From an optimization exercise on the open Yosys and OpenROAD flow, aimed at small area and a short achievable clock period; shortcuts taken in it are not production practice.
In this exercise RTL edits were held to simulation tests only and were not proved equivalent to the original.
The clock input has no modelled driver; a real chip could not lean on it and would need a root buffer or a full tree.
Power figures rest on the tool's default switching activity, not on a simulated workload.

==> v33: inputs <==
Design alu, start of the top module:
module alu #(parameter DATA_WIDTH = 32, OP = 3)
(
    input wire start,
    input wire clk,
    input wire reset_n,
    input wire [DATA_WIDTH - 1 : 0] A,
    input wire [DATA_WIDTH - 1 : 0] B,
    input wire [OP - 1 : 0] op,
    output wire [DATA_WIDTH - 1 : 0] result,
    output reg done
);
clock: 9.5 ns
lec_check: 0
cap_margin: 20
core_margin: 2
core_utilization: 45
setup_slack_margin: 5
slew_margin: 20
synth_hierarchical: 1
synth_minimum_keep_size: 0
standard.sh (not shown) runs the stock make flow with config.mk's settings and CLKGATE_MAP_FILE= SYNTH_SCRIPT=/design/flow/synth_recipe.tcl, a recipe that flattens the netlist after the stock synthesis.
==> flow/flow/run.sh <==
#!/bin/bash
# The standard layout flow (standard.sh: ORFS with the standard flow's config and standard synthesis),
# with these changes:
#  - after floorplan, prep.tcl sets combinational cells to drive strength 1 (and gives
#    registers with a large fanout a stronger drive), so that the resizer, which sees the
#    placement, chooses the sizes;
#  - the ports are buffered with buf_2 cells (ORFS would pick clkdlybuf4s50_1 delay cells);
#  - the clock tree is two levels of clkbuf_16 buffers: 4 driven by the clock port, 8 leaf
#    buffers each at the centre of a group of registers (clock_tree.tcl, run by ORFS's cts
#    step in place of TritonCTS);
#  - repair_timing aims at a setup slack margin of 5.1 ns.
set -e
export BUFFER_PORTS_ARGS="-buffer_cell sky130_fd_sc_hd__buf_2"
export PRE_CTS_TCL=$(pwd)/flow/clock_tree.tcl
export CLK_GROUPS=8
export CLK_ROOTS=4
bash standard.sh SETUP_SLACK_MARGIN=5.1 floorplan > standard_floorplan.log 2>&1
ODB_IN=$(ls -d orfs/results/*/alu/base)/2_floorplan.odb FLOP_FANOUT=8 openroad -no_splash -exit flow/prep.tcl > prep.log 2>&1
bash standard.sh SETUP_SLACK_MARGIN=5.1 finish > standard.log 2>&1
==> flow/flow/clock_tree.tcl <==
# Clock tree built directly, in two levels: the clock port drives CLK_ROOTS clkbuf_16
# buffers, which drive CLK_GROUPS clkbuf_16 leaf buffers, each placed at the centre of one
# group of registers (the registers split by position) and driving that group's clock pins.
# Used in place of TritonCTS through the PRE_CTS_TCL hook of ORFS's cts step; the rest of the
# step (placement legalization, timing repair) runs as usual.
rename clock_tree_synthesis __orfs_clock_tree_synthesis
proc split_groups {items n} {
  set groups [list $items]
  set axis 0
  while {[llength $groups] < $n} {
    set new {}
    foreach g $groups {
      set g [lsort -integer -index $axis $g]
      set h [expr {[llength $g] / 2}]
      lappend new [lrange $g 0 [expr {$h - 1}]] [lrange $g $h end]
    }
    set groups $new
    set axis [expr {1 - $axis}]
  }
  return $groups
}
proc centre {g} {
  set sx 0; set sy 0
  foreach s $g { incr sx [lindex $s 0]; incr sy [lindex $s 1] }
  return [list [expr {$sx / [llength $g]}] [expr {$sy / [llength $g]}]]
}
proc clock_tree_synthesis {args} {
  set block [ord::get_db_block]
  set bufm [[ord::get_db] findMaster sky130_fd_sc_hd__clkbuf_16]
  set clknet [$block findNet clk]
  set sinks {}
  foreach it [$clknet getITerms] {
    set bb [[$it getInst] getBBox]
    lappend sinks [list [expr {([$bb xMin] + [$bb xMax]) / 2}] [expr {([$bb yMin] + [$bb yMax]) / 2}] $it]
  }
  # leaf buffers
  set leaves {}
  set i 0
  foreach g [split_groups $sinks $::env(CLK_GROUPS)] {
    lassign [centre $g] cx cy
    set buf [odb::dbInst_create $block $bufm "clkbuf_leaf_$i"]
    $buf setLocation $cx $cy
    $buf setPlacementStatus PLACED
    set net [odb::dbNet_create $block "clknet_leaf_$i"]
    $net setSigType CLOCK
    [$buf findITerm X] connect $net
    foreach s $g {
      set it [lindex $s 2]
      $it disconnect
      $it connect $net
    }
    lappend leaves [list $cx $cy [$buf findITerm A]]
    puts "clock leaf $i: [llength $g] registers at $cx $cy"
    incr i
  }
  # root buffers, driven by the clock port
  set i 0
  foreach g [split_groups $leaves $::env(CLK_ROOTS)] {
    lassign [centre $g] cx cy
    set buf [odb::dbInst_create $block $bufm "clkbuf_root_$i"]
    $buf setLocation $cx $cy
    $buf setPlacementStatus PLACED
    set net [odb::dbNet_create $block "clknet_root_$i"]
    $net setSigType CLOCK
    [$buf findITerm A] connect $clknet
    [$buf findITerm X] connect $net
    foreach s $g { [lindex $s 2] connect $net }
    puts "clock root $i: [llength $g] leaf buffers at $cx $cy"
    incr i
  }
  $clknet setSigType CLOCK
  global_connect
}
==> flow/flow/prep.tcl <==
# Runs on the floorplan database, before placement:
#  1. every combinational cell that synthesis gave a larger drive strength is set back to
#     its drive-1 version; the resizer, which sees the placement, sizes cells afterwards;
#  2. registers whose output drives more than FLOP_FANOUT pins get the drive-4 version of
#     their cell (same cell type, larger drive strength).
read_db $::env(ODB_IN)
set db [ord::get_db]
set block [ord::get_db_block]
set n 0
set f 0
foreach inst [$block getInsts] {
  set m [$inst getMaster]
  set name [$m getName]
  if {[$m isSequential]} {
    if {[regexp {^(sky130_fd_sc_hd__dfxtp)_([0-9]+)$} $name -> base size]} {
      set q [$inst findITerm Q]
      set net [$q getNet]
      if {$net ne "NULL" && [llength [$net getITerms]] - 1 > $::env(FLOP_FANOUT)} {
        $inst swapMaster [$db findMaster ${base}_4]
        incr f
      }
    }
    continue
  }
  if {[regexp {^(sky130_fd_sc_hd__[a-z0-9]+)_([0-9]+)$} $name -> base size] && $size > 1} {
    if {[string match "*df*" $base] || [string match "*dl*" $base] || [string match "*clk*" $base]} { continue }
    set new [$db findMaster ${base}_1]
    if {$new ne "NULL"} { $inst swapMaster $new; incr n }
  }
}
puts "downsized $n instances, upsized $f registers"
write_db $::env(ODB_IN)
==> inputs of v3, as changes to v33 <==
==> flow/flow/run.sh (replaced) <==
#!/bin/bash
# The standard layout flow (standard.sh, ORFS with the standard flow's config), with two changes:
#  - the ports are buffered with buf_2 cells (ORFS would pick clkdlybuf4s50_1 delay cells);
#  - repair_timing aims at a setup slack margin of 5 ns.
export BUFFER_PORTS_ARGS="-buffer_cell sky130_fd_sc_hd__buf_2"
bash standard.sh SETUP_SLACK_MARGIN=5 finish > standard.log 2>&1
--- a/flow/config.mk
+++ b/flow/config.mk
@@ -8,5 +8,5 @@
 export CAP_MARGIN = 20
 export CORE_MARGIN = 2
-export CORE_UTILIZATION = 45
+export CORE_UTILIZATION = 60
 export SETUP_SLACK_MARGIN = 5
 export SLEW_MARGIN = 20
removed: flow/flow/clock_tree.tcl
removed: flow/flow/prep.tcl
==> comparison table <==
Status: v33 finished clean; v3 finished clean
GP Congestion: v33 0.933; v3 0.949
Max transition margin: v33 32.7%; v3 31.0%
Power consumed by sequential cells: v33 0.980 mW; v3 0.922 mW
Number of standard-cell rows in the floorplan: v33 72; v3 62
Total Routed Length: v33 55,600 um; v3 58,500 um
Vertical die dimension: v33 203 um; v3 176 um
Vias per cell: v33 6.03; v3 6.58
CTS clock-pin slew for the worst setup and hold paths: v33 0.08 ns; v3 0.07 ns
Core Util, Final: v33 45.7%; v3 65.2%
Starting density of the core: v33 45.7%; v3 61.3%
Switch share: v33 47.5%; v3 49.0%
Total length of routed met2 wires: v33 26,100 um; v3 26,400 um
Routed length on met3: v33 5080 um; v3 6450 um
In v33 the design's own scripts or RTL, not TritonCTS, make the clock network.

## port drivers added, routing unchanged
In the flow no input, the clock included, has a driving cell. The finished layouts below were timed again as built, in two steps. Step 1, drivers: a clkbuf_16 drives clk and a buf_2 each remaining input, both assumed. Step 2 adds t to the input delays and takes it off the output delays; t is the mean of the earliest and latest rising clock arrival at the registers after step 1. Input paths then give back, and output paths get back, about the clock's delay inside the block. Three values: ideal ports, drivers, drivers and shift; two values: the first two.
| run | t, ns | setup WS [ns] | slew at the worst register clock pin (ns) | pins driven straight from the clock port |
|---|---|---|---|---|
| v33 | 0.404 | 5.251 / 5.138 / 5.251 | 0.09 / 0.09 | 4 |
| v3 | 0.491 | 5.096 / 5.044 / 5.098 | 0.07 / 0.07 | 1 |
After both steps every run listed still meets setup and hold.
